What follows belongs to an exercise in optimizing a design on an open flow for small area and a short achievable clock period; a production flow would make more cautious choices. In this exercise RTL edits were held to simulation tests only and were not proved equivalent to the original. No activity file was given, so power comes from the tool's default toggle rates.

==> run a: inputs <==
==> flow/design.v <==
module cpu(
    input wire clk,
    input wire reset,
    output wire [31:0] mem_addr,
    output wire [31:0] mem_wdata,
    output wire mem_we,
    input wire [31:0] mem_rdata
);
    reg [31:0] PC, IR, R, B, HI, LO;
    reg ltf, we, mdf;
    reg [6:0] c;
    reg [4:0] raddr;
    reg [31:0] rf [0:31];
    assign mem_addr = R;
    assign mem_wdata = B;
    assign mem_we = we;
    wire [5:0] op = IR[31:26];
    wire [5:0] fn = IR[5:0];
    wire rt_ = (op == 6'b000000);
    wire i_add  = rt_ & (fn == 6'b100000);
    wire i_sub  = rt_ & (fn == 6'b100010);
    wire i_and  = rt_ & (fn == 6'b100100);
    wire i_slt  = rt_ & (fn == 6'b101010);
    wire i_sll  = rt_ & (fn == 6'b000000);
    wire i_srl  = rt_ & (fn == 6'b000010);
    wire i_sra  = rt_ & (fn == 6'b000011);
    wire i_sllv = rt_ & (fn == 6'b000100);
    wire i_srav = rt_ & (fn == 6'b000111);
    wire i_jr   = rt_ & (fn == 6'b001000);
    wire i_mfhi = rt_ & (fn == 6'b010000);
    wire i_mflo = rt_ & (fn == 6'b010010);
    wire i_brk  = rt_ & (fn == 6'b001101);
    wire i_rte  = rt_ & (fn == 6'b010011);
    wire i_div  = rt_ & (fn == 6'b011010);
    wire i_mult = rt_ & (fn == 6'b011000);
    wire i_addi  = (op == 6'b001000);
    wire i_addiu = (op == 6'b001001);
    wire i_j     = (op == 6'b000010);
    wire i_jal   = (op == 6'b000011);
    wire i_slti  = (op == 6'b001010);
    wire i_beq   = (op == 6'b000100);
    wire i_bne   = (op == 6'b000101);
    wire i_ble   = (op == 6'b000110);
    wire i_bgt   = (op == 6'b000111);
    wire i_lui   = (op == 6'b001111);
    wire i_lw    = (op == 6'b100011);
    wire i_lh    = (op == 6'b100001);
    wire i_lb    = (op == 6'b100000);
    wire i_sw    = (op == 6'b101011);
    wire i_sh    = (op == 6'b101001);
    wire i_sb    = (op == 6'b101000);
    wire g_shift = i_sll | i_srl | i_sra | i_sllv | i_srav;
    wire g_br    = i_beq | i_bne | i_ble | i_bgt;
    wire g_ld    = i_lw | i_lh | i_lb;
    wire g_st    = i_sw | i_sh | i_sb;
    wire g_md    = i_mult | i_div;
    wire g_l7 = i_slt | i_slti | i_jr | i_j | i_rte | i_mfhi | i_mflo | i_lui;
    wire g_l8 = i_add | i_sub | i_and | i_addi | i_addiu | i_jal | g_br;
    wire g_l9 = g_shift;
    wire g_l11 = g_ld | g_st;
    wire g_def = g_l7 | g_l8 | g_l9 | g_l11 | g_md | i_brk;
    wire wb_rd = i_add | i_sub | i_and | i_slt | g_shift | i_mfhi | i_mflo;
    wire wb_rt = i_addi | i_addiu | i_slti | i_lui | g_ld;
    wire [31:0] msum;
    wire [31:0] simm = {{16{IR[15]}}, IR[15:0]};
    wire [31:0] simm4 = {simm[29:0], 2'b00};
    wire [31:0] rdata;
    reg last, halt;
    wire [6:0] cn = last ? 7'd0 : halt ? c : c + 7'd1;
    wire n0 = (cn == 7'd0);
    wire n1 = (cn == 7'd1);
    wire n2 = (cn == 7'd2);
    wire n3 = (cn == 7'd3);
    wire n4 = (cn == 7'd4);
    wire n5 = (cn == 7'd5);
    wire n6 = (cn == 7'd6);
    wire n7 = (cn == 7'd7);
    wire n_last = (n5 & ~g_def) | (n6 & g_l7) | (n7 & g_l8) | (cn == 7'd8 & g_l9) |
                  (cn == 7'd10 & g_l11) | (cn == 7'd45 & g_md & ~mdf) |
                  (cn == 7'd69 & g_md & mdf);
    wire n_step = g_md & (cn >= 7'd6) & (cn <= 7'd37);    
    wire n_dl = i_div & (cn == 7'd37);                    
    wire n_dc = i_div & (cn == 7'd38);                    
    reg f_rrd, f_rsum, f_rand, f_rlt, f_rlui, f_rhi, f_rlo, f_rld;
    reg f_rrevB, f_rrevR, f_rbar;
    reg f_pcinc, f_pcbr, f_pcj, f_pcjr, f_pc0;
    reg f_xpc, f_xr, f_sub, f_myb, f_msub;
    reg [31:0] Yr;    
    reg f_mst, f_dst, f_mul, f_div, f_dl, f_dc;
    reg rf_we;
    reg [4:0] wdst;
    wire mz_n = f_mst ? ~R[0] : (LO[1] ~^ LO[0]);
    wire ms_n = f_mst ? R[0] : (LO[1] & ~LO[0]);
    always @(posedge clk) begin
        if (reset) begin
            c <= 7'd0;
            last <= 1'b0;
            halt <= 1'b0;
            f_rsum <= 1'b1;
            f_xpc <= 1'b1;
            f_rrd <= 1'b0; f_rand <= 1'b0; f_rlt <= 1'b0; f_rlui <= 1'b0;
            f_rlo <= 1'b0; f_rld <= 1'b0; f_rrevB <= 1'b0; f_rrevR <= 1'b0; f_rbar <= 1'b0;
            f_pcinc <= 1'b0; f_pcbr <= 1'b0; f_pcj <= 1'b0; f_pcjr <= 1'b0; f_pc0 <= 1'b0;
            f_xr <= 1'b0; f_myb <= 1'b0; f_msub <= 1'b0; f_rhi <= 1'b0;
            f_sub <= 1'b0;
            Yr <= 32'd0;
            f_mst <= 1'b0; f_dst <= 1'b0; f_mul <= 1'b0; f_div <= 1'b0; f_dl <= 1'b0; f_dc <= 1'b0;
            rf_we <= 1'b0;
            we <= 1'b0;
        end else begin
            c <= cn;
            last <= n_last;
            halt <= n5 & i_brk;
            we <= last & g_st;
            f_rrd <= n3;
            f_rsum <= n0 | (n5 & (i_add | i_sub | i_addi | i_addiu | g_ld | g_st | g_br |
                                  i_jal | i_srl | i_sra));
            f_rhi <= n5 & i_mfhi;
            f_rand <= n5 & i_and;
            f_rlt <= n5 & (i_slt | i_slti);
            f_rlui <= n5 & i_lui;
            f_rlo <= n5 & i_mflo;
            f_rrevB <= n5 & i_sll;
            f_rrevR <= (n5 & i_sllv) | (n7 & (i_sll | i_sllv));
            f_rbar <= n6 & g_shift;
            f_rld <= n7 & g_ld;
            f_pcinc <= n1;
            f_pcbr <= n6 & g_br;
            f_pcj <= n5 & (i_j | i_jal);
            f_pcjr <= n5 & i_jr;
            f_pc0 <= n5 & i_rte;
            f_xpc <= n0 | n1 | (n5 & (i_addiu | i_jal)) | (n6 & g_br);
            f_xr <= n5 & (i_add | i_sub | i_and | i_slt | i_slti | i_addi | g_ld | g_st | g_br);
            f_sub <= n5 & (i_sub | i_slt | i_slti | g_br);
            Yr <= ({32{n1}} & 32'd4) |
                  ({32{n5 & (i_addi | i_slti | g_ld | g_st)}} & (simm ^ {32{i_slti}})) |
                  ({32{(n5 & i_addiu) | (n6 & g_br)}} & simm4) |
                  ({32{n5 & (i_add | i_sub | i_slt | g_br | i_srl | i_sra)}} &
                   (rdata ^ {32{i_sub | i_slt | g_br}}));
            f_myb <= (n_step & (i_div | ~mz_n)) | (n_dc & msum[31]);
            f_msub <= n_step & ((i_mult & ms_n) | (i_div & (n6 | ~msum[31])));
            f_mst <= n5 & i_mult;
            f_dst <= n5 & i_div;
            f_mul <= n_step & i_mult;
            f_div <= n_step & i_div & ~n_dl;
            f_dl <= n_dl;
            f_dc <= n_dc;
            rf_we <= n_last & (wb_rd | wb_rt | i_jal);
        end
    end
    always @(posedge clk) begin
        wdst <= i_jal ? 5'd30 : (wb_rd ? IR[15:11] : IR[20:16]);
        if (c == 7'd2) raddr <= mem_rdata[25:21];
        else raddr <= IR[20:16];
    end
    assign rdata = rf[raddr];
    wire [31:0] rf_wd = reset ? 32'd0 : R;
    integer k;
    always @(posedge clk) begin
        for (k = 0; k < 32; k = k + 1)
            if (reset | (rf_we & (wdst == k))) rf[k] <= rf_wd;
    end
    wire [31:0] X = ({32{f_xpc}} & PC) | ({32{f_xr}} & R);
    wire [31:0] sum = X + Yr + {31'd0, f_sub};
    wire lt = (X[31] ^ Yr[31] ^ f_sub) ? X[31] : sum[31];
    assign msum = HI + ((B & {32{f_myb}}) ^ {32{f_msub}}) + {31'd0, f_msub};
    wire [4:0] sh_amt = IR[2] ? B[4:0] : IR[10:6];    
    wire [31:0] sh_res = $signed({IR[0] & R[31], R}) >>> sh_amt;   
    reg [31:0] revR, revB;
    integer j;
    always @(*)
        for (j = 0; j < 32; j = j + 1) begin
            revR[j] = R[31-j];
            revB[j] = B[31-j];
        end
    wire eq = (R == 32'd0);
    wire take = IR[26] ^ (IR[27] ? (ltf | eq) : eq);
    wire [31:0] ldata = {mem_rdata[31:16] & {16{IR[27]}}, mem_rdata[15:8] & {8{IR[26]}},
                         mem_rdata[7:0]};
    wire pc_sum = f_pcinc | (f_pcbr & take);
    wire pc_en = pc_sum | f_pcj | f_pcjr | f_pc0;
    wire [31:0] pc_nx = ({32{pc_sum}} & sum) |
                        ({32{f_pcj}} & {PC[31:28], IR[20:16], IR[25:21], IR[15:0], 2'b00}) |
                        ({32{f_pcjr}} & R);
    wire r_en = f_rrd | f_rsum | f_rand | f_rlt | f_rlui | f_rhi | f_rlo | f_rld |
                f_rrevB | f_rrevR | f_rbar;
    wire [31:0] r_nx = ({32{f_rrd}} & rdata) | ({32{f_rsum}} & sum) |
                       ({32{f_rand}} & (R & B)) | ({32{f_rlt}} & {31'd0, lt}) |
                       ({32{f_rlui}} & {IR[15:0], 16'd0}) | ({32{f_rhi}} & HI) | ({32{f_rlo}} & LO) |
                       ({32{f_rld}} & ldata) | ({32{f_rrevB}} & revB) |
                       ({32{f_rrevR}} & revR) | ({32{f_rbar}} & sh_res);
    always @(posedge clk) begin
        if (reset) begin
            PC <= 32'd0;
            R <= 32'd0;
            mdf <= 1'b0;
            HI <= 32'd0;
            LO <= 32'd0;
        end else begin
            if (last & g_md) mdf <= 1'b1;
            if (pc_en) PC <= pc_nx;
            if (r_en) R <= r_nx;
            if (f_mst) begin
                HI <= 32'd0;
                LO <= R;
            end else if (f_dst) begin
                HI <= {31'd0, R[31]};
                LO <= R;
            end else if (f_mul) begin
                HI <= {msum[31], msum[31:1]};
                LO <= {msum[0], LO[31:1]};
            end else if (f_div) begin
                HI <= {msum[30:0], LO[30]};
                LO <= {LO[30:0], ~msum[31]};
            end else if (f_dl) begin
                HI <= msum;
                LO <= {LO[30:0], ~msum[31]};
            end else if (f_dc) begin
                HI <= msum;
            end
        end
    end
    always @(posedge clk) begin
        if (c == 7'd2) IR <= mem_rdata;
        if (c == 7'd5) ltf <= lt;
        if (c == 7'd4) B <= rdata;
        else if (c == 7'd7 & i_sh) B <= {mem_rdata[31:16], B[15:0]};
        else if (c == 7'd7 & i_sb) B <= {mem_rdata[31:8], B[7:0]};
    end
endmodule
==> flow/run.sh <==
#!/bin/bash
# synth_recipe.tcl (not shown) runs the flow's synth.tcl, then flattens the netlist and writes it again
# the make line also repeats each setting of config.mk as NAME=value (left out here)
make -C /OpenROAD-flow-scripts/flow DESIGN_CONFIG=/design/flow/config.mk WORK_HOME=/design/flow/orfs CLKGATE_MAP_FILE= SYNTH_SCRIPT=/design/flow/synth_recipe.tcl finish
==> flow/config.mk <==
export PLATFORM = sky130hd
export DESIGN_NAME = cpu
export DESIGN_NICKNAME = cpu
export VERILOG_FILES = /design/flow/design.v
export SDC_FILE = /design/flow/constraint.sdc
export NUM_CORES = 4
export LEC_CHECK = 0
export CAP_MARGIN = 20
export CORE_MARGIN = 2
export CORE_UTILIZATION = 58
export CTS_BUF_LIST = sky130_fd_sc_hd__clkbuf_8
export CTS_CLUSTER_DIAMETER = 50
export CTS_CLUSTER_SIZE = 16
export SETUP_SLACK_MARGIN = 4.5
export SLEW_MARGIN = 20
==> flow/constraint.sdc <==
create_clock -name core_clock -period 8.0 [get_ports {clk}]
set_input_delay 1.6000 -clock core_clock [delete_from_list [all_inputs] [get_ports {clk}]]
set_output_delay 1.6000 -clock core_clock [all_outputs]
set_load 0.01 [all_outputs]
==> inputs of run b, as changes to run a <==
--- a/flow/design.v
+++ b/flow/design.v
@@ -7,7 +7,7 @@
     input wire [31:0] mem_rdata
 );
     reg [31:0] PC, IR, R, B, HI, LO;
-    reg ltf, we, mdf;
+    reg ltf, sgn, we, mdf;
     reg [6:0] c;
     reg [4:0] raddr;
     reg [31:0] rf [0:31];
@@ -61,10 +61,6 @@
     wire g_def = g_l7 | g_l8 | g_l9 | g_l11 | g_md | i_brk;
     wire wb_rd = i_add | i_sub | i_and | i_slt | g_shift | i_mfhi | i_mflo;
     wire wb_rt = i_addi | i_addiu | i_slti | i_lui | g_ld;
-    wire [31:0] msum;
-    wire [31:0] simm = {{16{IR[15]}}, IR[15:0]};
-    wire [31:0] simm4 = {simm[29:0], 2'b00};
-    wire [31:0] rdata;
     reg last, halt;
     wire [6:0] cn = last ? 7'd0 : halt ? c : c + 7'd1;
     wire n0 = (cn == 7'd0);
@@ -83,10 +79,12 @@
     wire n_dc = i_div & (cn == 7'd38);                    
     reg f_rrd, f_rsum, f_rand, f_rlt, f_rlui, f_rhi, f_rlo, f_rld;
     reg f_rrevB, f_rrevR, f_rbar;
+    reg f_brd, f_bsh, f_bsb;
     reg f_pcinc, f_pcbr, f_pcj, f_pcjr, f_pc0;
-    reg f_xpc, f_xr, f_sub, f_myb, f_msub;
-    reg [31:0] Yr;    
-    reg f_mst, f_dst, f_mul, f_div, f_dl, f_dc;
+    reg f_ir, f_xpc, f_xr, f_y4, f_yim, f_yi4, f_yb, f_sub, f_myb, f_msub;
+    reg f_mst, f_dst, f_mul, f_div, f_dl, f_dc, f_ltf;
+    reg f_shar, f_shv, f_lb, f_lh;
+    reg f_beq, f_bne, f_ble, f_bgt;
     reg rf_we;
     reg [4:0] wdst;
     wire mz_n = f_mst ? ~R[0] : (LO[1] ~^ LO[0]);
@@ -102,8 +100,7 @@
             f_rlo <= 1'b0; f_rld <= 1'b0; f_rrevB <= 1'b0; f_rrevR <= 1'b0; f_rbar <= 1'b0;
             f_pcinc <= 1'b0; f_pcbr <= 1'b0; f_pcj <= 1'b0; f_pcjr <= 1'b0; f_pc0 <= 1'b0;
             f_xr <= 1'b0; f_myb <= 1'b0; f_msub <= 1'b0; f_rhi <= 1'b0;
-            f_sub <= 1'b0;
-            Yr <= 32'd0;
+            f_y4 <= 1'b0; f_yim <= 1'b0; f_yi4 <= 1'b0; f_yb <= 1'b0; f_sub <= 1'b0;
             f_mst <= 1'b0; f_dst <= 1'b0; f_mul <= 1'b0; f_div <= 1'b0; f_dl <= 1'b0; f_dc <= 1'b0;
             rf_we <= 1'b0;
             we <= 1'b0;
@@ -131,14 +128,13 @@
             f_pc0 <= n5 & i_rte;
             f_xpc <= n0 | n1 | (n5 & (i_addiu | i_jal)) | (n6 & g_br);
             f_xr <= n5 & (i_add | i_sub | i_and | i_slt | i_slti | i_addi | g_ld | g_st | g_br);
+            f_y4 <= n1;
+            f_yim <= n5 & (i_addi | i_slti | g_ld | g_st);
+            f_yi4 <= (n5 & i_addiu) | (n6 & g_br);
+            f_yb <= n5 & (i_add | i_sub | i_slt | g_br | i_srl | i_sra);
             f_sub <= n5 & (i_sub | i_slt | i_slti | g_br);
-            Yr <= ({32{n1}} & 32'd4) |
-                  ({32{n5 & (i_addi | i_slti | g_ld | g_st)}} & (simm ^ {32{i_slti}})) |
-                  ({32{(n5 & i_addiu) | (n6 & g_br)}} & simm4) |
-                  ({32{n5 & (i_add | i_sub | i_slt | g_br | i_srl | i_sra)}} &
-                   (rdata ^ {32{i_sub | i_slt | g_br}}));
-            f_myb <= (n_step & (i_div | ~mz_n)) | (n_dc & msum[31]);
-            f_msub <= n_step & ((i_mult & ms_n) | (i_div & (n6 | ~msum[31])));
+            f_myb <= n_step & (i_div | ~mz_n);
+            f_msub <= n_step & i_mult & ms_n;
             f_mst <= n5 & i_mult;
             f_dst <= n5 & i_div;
             f_mul <= n_step & i_mult;
@@ -149,23 +145,42 @@
         end
     end
     always @(posedge clk) begin
+        f_brd <= n4;
+        f_bsh <= n7 & i_sh;
+        f_bsb <= n7 & i_sb;
+        f_ir <= n2;
+        f_ltf <= n5;
+        f_shar <= i_sra | i_srav;
+        f_shv <= i_sllv | i_srav;
+        f_lb <= i_lb;
+        f_lh <= i_lh;
+        f_beq <= i_beq;
+        f_bne <= i_bne;
+        f_ble <= i_ble;
+        f_bgt <= i_bgt;
         wdst <= i_jal ? 5'd30 : (wb_rd ? IR[15:11] : IR[20:16]);
         if (c == 7'd2) raddr <= mem_rdata[25:21];
         else raddr <= IR[20:16];
     end
-    assign rdata = rf[raddr];
+    wire [31:0] rdata = rf[raddr];
     wire [31:0] rf_wd = reset ? 32'd0 : R;
     integer k;
     always @(posedge clk) begin
         for (k = 0; k < 32; k = k + 1)
             if (reset | (rf_we & (wdst == k))) rf[k] <= rf_wd;
     end
+    wire [31:0] simm = {{16{IR[15]}}, IR[15:0]};
+    wire [31:0] simm4 = {simm[29:0], 2'b00};
     wire [31:0] X = ({32{f_xpc}} & PC) | ({32{f_xr}} & R);
-    wire [31:0] sum = X + Yr + {31'd0, f_sub};
-    wire lt = (X[31] ^ Yr[31] ^ f_sub) ? X[31] : sum[31];
-    assign msum = HI + ((B & {32{f_myb}}) ^ {32{f_msub}}) + {31'd0, f_msub};
-    wire [4:0] sh_amt = IR[2] ? B[4:0] : IR[10:6];    
-    wire [31:0] sh_res = $signed({IR[0] & R[31], R}) >>> sh_amt;   
+    wire [31:0] Yv = ({32{f_y4}} & 32'd4) | ({32{f_yim}} & simm) |
+                     ({32{f_yi4}} & simm4) | ({32{f_yb}} & B);
+    wire [31:0] sum = X + (Yv ^ {32{f_sub}}) + {31'd0, f_sub};
+    wire lt = (X[31] ^ Yv[31]) ? X[31] : sum[31];
+    wire myb = f_myb | (f_dc & sgn);
+    wire msub = f_msub | ((f_div | f_dl) & ~sgn);
+    wire [31:0] msum = HI + ((B & {32{myb}}) ^ {32{msub}}) + {31'd0, msub};
+    wire [4:0] sh_amt = f_shv ? B[4:0] : IR[10:6];
+    wire [31:0] sh_res = $signed({f_shar & R[31], R}) >>> sh_amt;
     reg [31:0] revR, revB;
     integer j;
     always @(*)
@@ -174,9 +189,9 @@
             revB[j] = B[31-j];
         end
     wire eq = (R == 32'd0);
-    wire take = IR[26] ^ (IR[27] ? (ltf | eq) : eq);
-    wire [31:0] ldata = {mem_rdata[31:16] & {16{IR[27]}}, mem_rdata[15:8] & {8{IR[26]}},
-                         mem_rdata[7:0]};
+    wire take = (f_beq & eq) | (f_bne & ~eq) | (f_ble & (ltf | eq)) | (f_bgt & ~(ltf | eq));
+    wire [31:0] ldata = f_lb ? {24'd0, mem_rdata[7:0]} :
+                        f_lh ? {16'd0, mem_rdata[15:0]} : mem_rdata;
     wire pc_sum = f_pcinc | (f_pcbr & take);
     wire pc_en = pc_sum | f_pcj | f_pcjr | f_pc0;
     wire [31:0] pc_nx = ({32{pc_sum}} & sum) |
@@ -221,10 +236,12 @@
         end
     end
     always @(posedge clk) begin
-        if (c == 7'd2) IR <= mem_rdata;
-        if (c == 7'd5) ltf <= lt;
-        if (c == 7'd4) B <= rdata;
-        else if (c == 7'd7 & i_sh) B <= {mem_rdata[31:16], B[15:0]};
-        else if (c == 7'd7 & i_sb) B <= {mem_rdata[31:8], B[7:0]};
+        if (f_ir) IR <= mem_rdata;
+        if (f_ltf) ltf <= lt;
+        if (f_dst) sgn <= 1'b0;
+        else if (f_div | f_dl) sgn <= msum[31];
+        if (f_brd) B <= rdata;
+        else if (f_bsh) B <= {mem_rdata[31:16], B[15:0]};
+        else if (f_bsb) B <= {mem_rdata[31:8], B[7:0]};
     end
 endmodule
Settings changed: CTS_BUF_LIST sky130_fd_sc_hd__clkbuf_8 to default, CTS_CLUSTER_DIAMETER 50 to default, CTS_CLUSTER_SIZE 16 to default.
==> inputs of run c, as changes to run a <==
Settings changed: SETUP_SLACK_MARGIN 4.5 to 4.2.
==> comparison table <==
	run b	run a	run c
Result of the run	timing/DRC/antenna clean	timing/DRC/antenna clean	timing/DRC/antenna clean
Fin Hold WS	435 ps	460 ps	457 ps
Nature of the critical path endpoint	flip-flop	flip-flop	output port
Synth top area share	58.4%	57.1%	57.1%
Number of multi-input logic gates	2,597	2,866	2,864
Power per cell area	241 nW/µm²	227 nW/µm²	230 nW/µm²
GRT met1 Usage	55.7%	56.3%	56.5%
Number of detailed-route iterations in the first pass	13	10	11
Routing usage on met3	11.3%	12.3%	10.6%
Required time at the worst-slack endpoint	8610 ps	8700 ps	6400 ps
Worst setup path startpoint	f_div	raddr[3]	R[27]
Tapcells	1,265	1,287	1,287
Final setup margin	4160 ps	4400 ps	4180 ps
Core box area	95,300 µm²	98,100 µm²	98,100 µm²
Overall power of the completed layout	16.0 mW	14.9 mW	14.7 mW
Adder and majority cell fraction of the synthesized area	1.48%	1.56%	1.56%
Area used by sequential logic in the layout	36,700 µm²	37,000 µm²	36,900 µm²

## port drivers added, routing unchanged
The flow's constraints put no driver on any port. The routed layouts listed below were extracted and timed again, unchanged, in two steps.
Step 1 (the two cells are an assumption about what drives the block):
set clk [get_ports {clk}]
set_driving_cell -lib_cell sky130_fd_sc_hd__clkbuf_16 $clk
set_driving_cell -lib_cell sky130_fd_sc_hd__buf_2 [delete_from_list [all_inputs] $clk]
Step 2 times the ports against the registers' clock, not the clock port: input delays grow and output delays shrink by t, the midpoint of the rising clock arrivals with the driver on.
a / b / c = no drivers / after step 1 / after step 2; a / b = the first two.
run	t (ns)	setup WS [ns]	pins driven straight from the clock port
run a	0.948	4.398 / 4.384 / 3.901	1
run b	0.828	4.160 / 4.160 / 3.641	1
run c	0.940	4.183 / 4.109 / 3.780	1
After both steps setup and hold are still met in every run listed. For run b, which loses most, drivers alone change the setup slack by 0.000 ns; drivers and shift together by -0.519 ns.
